Background: an optimization exercise with open tools, aiming at small area, a short achievable clock period and few clock cycles. Do not read the settings as production practice. At most, simulation tests tie the RTL to the original design; equivalence was not proved. No activity file was given, so power comes from the tool's default toggle rates.

## job 101
==> module HT_TOP, before the edit <==
module HT_TOP(
    clk,
    rst_n,
    in_valid,
    in_weight,
    out_mode,
    out_valid,
    out_code
);
input clk, rst_n, in_valid, out_mode;
input [2:0] in_weight;
output reg out_valid, out_code;
reg        vr, merge, sending;
reg  [2:0] cnt;
reg  [2:0] cur;
reg        mode;
reg  [2:0] xr;
reg  [4:0] lw [0:6];
reg  [2:0] lw7;       
reg        fill7;     
reg  [2:0] ptr [0:4];
reg  [7:0] code [0:4];
integer j, t;
function lt5;
    input [4:0] a, nb;
    integer k;
    reg c;
    begin
        c = 1'b1;
        for (k = 0; k < 5; k = k + 1)
            c = (a[k] & nb[k]) | (a[k] & c) | (nb[k] & c);
        lt5 = ~c;
    end
endfunction
wire [4:0] sum = lw[0] + lw[1];
wire [4:0] val = merge ? sum : {2'b00, xr};
reg  [9:0] lt;
reg  [4:0] lwx [0:9];
always @(*) begin
    for (j = 0; j < 7; j = j + 1) lwx[j] = lw[j];
    lwx[7] = {fill7, fill7, lw7 | {3{fill7}}};
    lwx[8] = 5'd31;
    lwx[9] = 5'd31;
    lt[8] = 1'b0;
    lt[9] = 1'b0;
    for (j = 0; j < 8; j = j + 1)
        lt[j] = lt5(lwx[j], ~val) | (!merge & (cnt < 8 - j));
    if (merge) lt[1] = 1'b1;
end
reg [2:0] ins;
always @(*) begin
    ins = 3'd0;
    for (j = 0; j < 8; j = j + 1)
        if (merge) begin
            if (lt[j+1] & !lt[j+2]) ins = j;
        end else begin
            if (lt[j] & !lt[j+1]) ins = j;
        end
end
reg [2:0] leaf [0:4];
always @(*) begin
    leaf[0] = 3'd4;                    
    leaf[1] = mode ? 3'd2 : 3'd5;      
    leaf[2] = mode ? 3'd5 : 3'd6;      
    leaf[3] = mode ? 3'd0 : 3'd7;      
    leaf[4] = mode ? 3'd1 : 3'd3;      
end
wire first = merge & (cnt == 3'd5);    
wire root = merge & (cnt == 3'd6);
wire empty = (code[0][6:0] == 7'd1);
reg  [7:0] nextcode;
always @(*)
    case (cur[1:0])
        2'd0: nextcode = code[1];
        2'd1: nextcode = code[2];
        2'd2: nextcode = code[3];
        default: nextcode = code[4];
    endcase
wire [7:0] src = empty ? nextcode : {1'b0, code[0][6:0]};
wire fin = (src[7:1] == 7'd1) & ((cur + {2'b00, empty}) == 3'd4);
always @(posedge clk) begin
    if (in_valid & !vr) mode <= out_mode;
    if (root) cur <= 3'd0;
    else if (sending) cur <= cur + {2'b00, empty};
    xr <= in_weight;
    for (j = 0; j < 7; j = j + 1)
        if (merge | lt[j])
            lw[j] <= ({5{merge & lt[j+2]}} & lwx[j+2])
                   | ({5{merge ? (lt[j+1] & ~lt[j+2]) : (lt[j] & ~lt[j+1])}} & val)
                   | ({5{merge ^ lt[j+1]}} & lwx[j+1]);
    fill7 <= merge;
    if (!merge & lt[7]) lw7 <= xr;
    for (t = 0; t < 5; t = t + 1)
        if (merge ? (ptr[t][2:1] == 2'b00) : (leaf[t] == cnt))
            ptr[t] <= ins;
        else
            ptr[t] <= lt[ptr[t]] ? (ptr[t] - {merge, !merge}) : (ptr[t] - {2'b00, merge});
    for (t = 0; t < 5; t = t + 1)
        if (vr)
            code[t] <= {code[t][6:0], cnt == 3'd7};
        else if (merge & (ptr[t][2:1] == 2'b00) & !(root & ((t == 0) | ((t == 1) & empty))))
            code[t] <= {code[t][6:0], ~ptr[t][0]};
    if (sending | (root & !empty))
        code[0] <= {1'b0, src[7:1]};
end
always @(posedge clk or negedge rst_n) begin
    if (!rst_n) begin
        vr <= 1'b0;
        merge <= 1'b0;
        sending <= 1'b0;
        cnt <= 3'd0;
        out_valid <= 1'b0;
        out_code <= 1'b0;
    end else begin
        vr <= in_valid;
        if (vr) begin
            cnt <= cnt + 3'd1;
            if (cnt == 3'd7) merge <= 1'b1;
        end else if (merge) begin
            cnt <= cnt + 3'd1;
            if (first) begin
                out_valid <= 1'b1;
                out_code <= lt[2] ^ (ptr[0][2:1] == 2'b00);
            end
            if (root) begin
                merge <= 1'b0;
                sending <= 1'b1;
                out_code <= empty ? ~ptr[1][0] : code[0][0];
                cnt <= 3'd0;
            end
        end else if (sending) begin
            out_code <= src[0];
            if (fin) sending <= 1'b0;
        end else begin
            out_valid <= 1'b0;
            out_code <= 1'b0;
        end
    end
end
endmodule
Settings: LEC_CHECK=0, CAP_MARGIN=20, CORE_MARGIN=2, CORE_UTILIZATION=40, CTS_BUF_LIST=sky130_fd_sc_hd__clkbuf_8, SLEW_MARGIN=20; clock period 17.0 ns.
standard.sh (not shown) runs the stock make flow with config.mk's settings and CLKGATE_MAP_FILE= SYNTH_SCRIPT=/design/flow/synth_recipe.tcl, a recipe that flattens the netlist after the stock synthesis.
==> flow/flow/run.sh <==
#!/bin/bash
# Layout with ORFS's own scripts. Changes from the standard layout:
#  - synthesis is the standard one except that ABC maps the logic for area
#    (flip-flops are mapped before ABC, so registers are unchanged);
#  - repair_timing aims for a larger setup margin (MARGIN ns) than the
#    standard flow settings allow, and repairs by resizing cells (and
#    removing buffers) rather than by adding buffers. Constraints are
#    unchanged.
set -euo pipefail
MARGIN=${MARGIN:-12.6}
HERE=$(pwd)
printf 'strash\ndch\nmap -a\nstrash\ndch\nmap -a\n' > "$HERE/area.abc"
cat > "$HERE/area_synth.tcl" <<'TCL'
proc abc {args} {
  set i [lsearch -exact $args -script]
  if {$i >= 0} {
    set args [lreplace $args [expr {$i + 1}] [expr {$i + 1}] $::env(AREA_ABC_SCRIPT)]
  }
  yosys abc {*}$args
}
TCL
cat synth_recipe.tcl >> "$HERE/area_synth.tcl"
export AREA_ABC_SCRIPT="$HERE/area.abc"
bash standard.sh SYNTH_SCRIPT="$HERE/area_synth.tcl" SETUP_SLACK_MARGIN="$MARGIN" SETUP_MOVE_SEQUENCE="unbuffer,sizeup,swap" finish > standard_flow.log 2>&1
Testbench counts of job 101, summed over its fixed seeds: cycles 31,181.
#### Input delta (job 102 over job 101)
--- a/flow/design.v
+++ b/flow/design.v
@@ -286,20 +286,14 @@
     lt[9] = 1'b0;
     for (j = 0; j < 8; j = j + 1)
         lt[j] = lt5(lwx[j], ~val) | (!merge & (cnt < 8 - j));
     if (merge) lt[1] = 1'b1;
 end
-reg [2:0] ins;
-always @(*) begin
-    ins = 3'd0;
-    for (j = 0; j < 8; j = j + 1)
-        if (merge) begin
-            if (lt[j+1] & !lt[j+2]) ins = j;
-        end else begin
-            if (lt[j] & !lt[j+1]) ins = j;
-        end
-end
+wire [7:0] th = merge ? lt[8:1] : lt[7:0];
+wire [2:0] ins = {th[4],
+                  (th[2] & ~th[4]) | th[6],
+                  (th[1] & ~th[2]) | (th[3] & ~th[4]) | (th[5] & ~th[6]) | th[7]};
 reg [2:0] leaf [0:4];
 always @(*) begin
     leaf[0] = 3'd4;                    
     leaf[1] = mode ? 3'd2 : 3'd5;      
     leaf[2] = mode ? 3'd5 : 3'd6;      
==> comparison <==
- Cmp job 101 and job 102 / post-place setup slack / lower: job 101
- Taking job 101 as the reference, in job 102 inverter count shows a reduction of 8; power went down about 1.8%; leakage power figure went up.
- Job 102 ended with less synthesized instance count than job 101.
- Comparing multi-input gate share of the layout cell area for job 101 and job 102, the smaller number came from job 102.
- Re peak per-stage delay on the critical path: job 101 was lower than job 102.
- Against job 101 as the reference, job 102 delivers a lower clock-buffer cell count.
- The routed wire length of job 102 is lower than that of job 101.
- Changes observed in job 102 relative to job 101: design area -0.59%; clock share of power now larger.
Only the layout flow was run in job 102; the RTL was not checked for function there.

-- afterwards: timing with drivers on the ports --
Ports are ideal in the flow. The routed layouts listed here were re-timed in OpenROAD.
Step 1, drivers: a clkbuf_16 drives clk and a buf_2 each remaining input, both assumed.
Step 2 also shifts input and output timing later by t, the mid clock arrival at the registers, as if the neighbouring blocks saw the same clock.
a / b / c = ideal ports / drivers / drivers and shift; a / b = the first two.
| run | shift t [ns] | slack for setup (ns) | worst register clock-pin slew, ns | cell pins on the clock port's net |
|---|---|---|---|---|
| job 101 | 0.421 | 12.656 / 12.620 / 12.674 | 0.11 / 0.11 | 1 |
| job 102 | 0.423 | 12.608 / 12.573 / 12.681 | 0.12 / 0.12 | 1 |
After both steps every run listed still meets setup and hold.
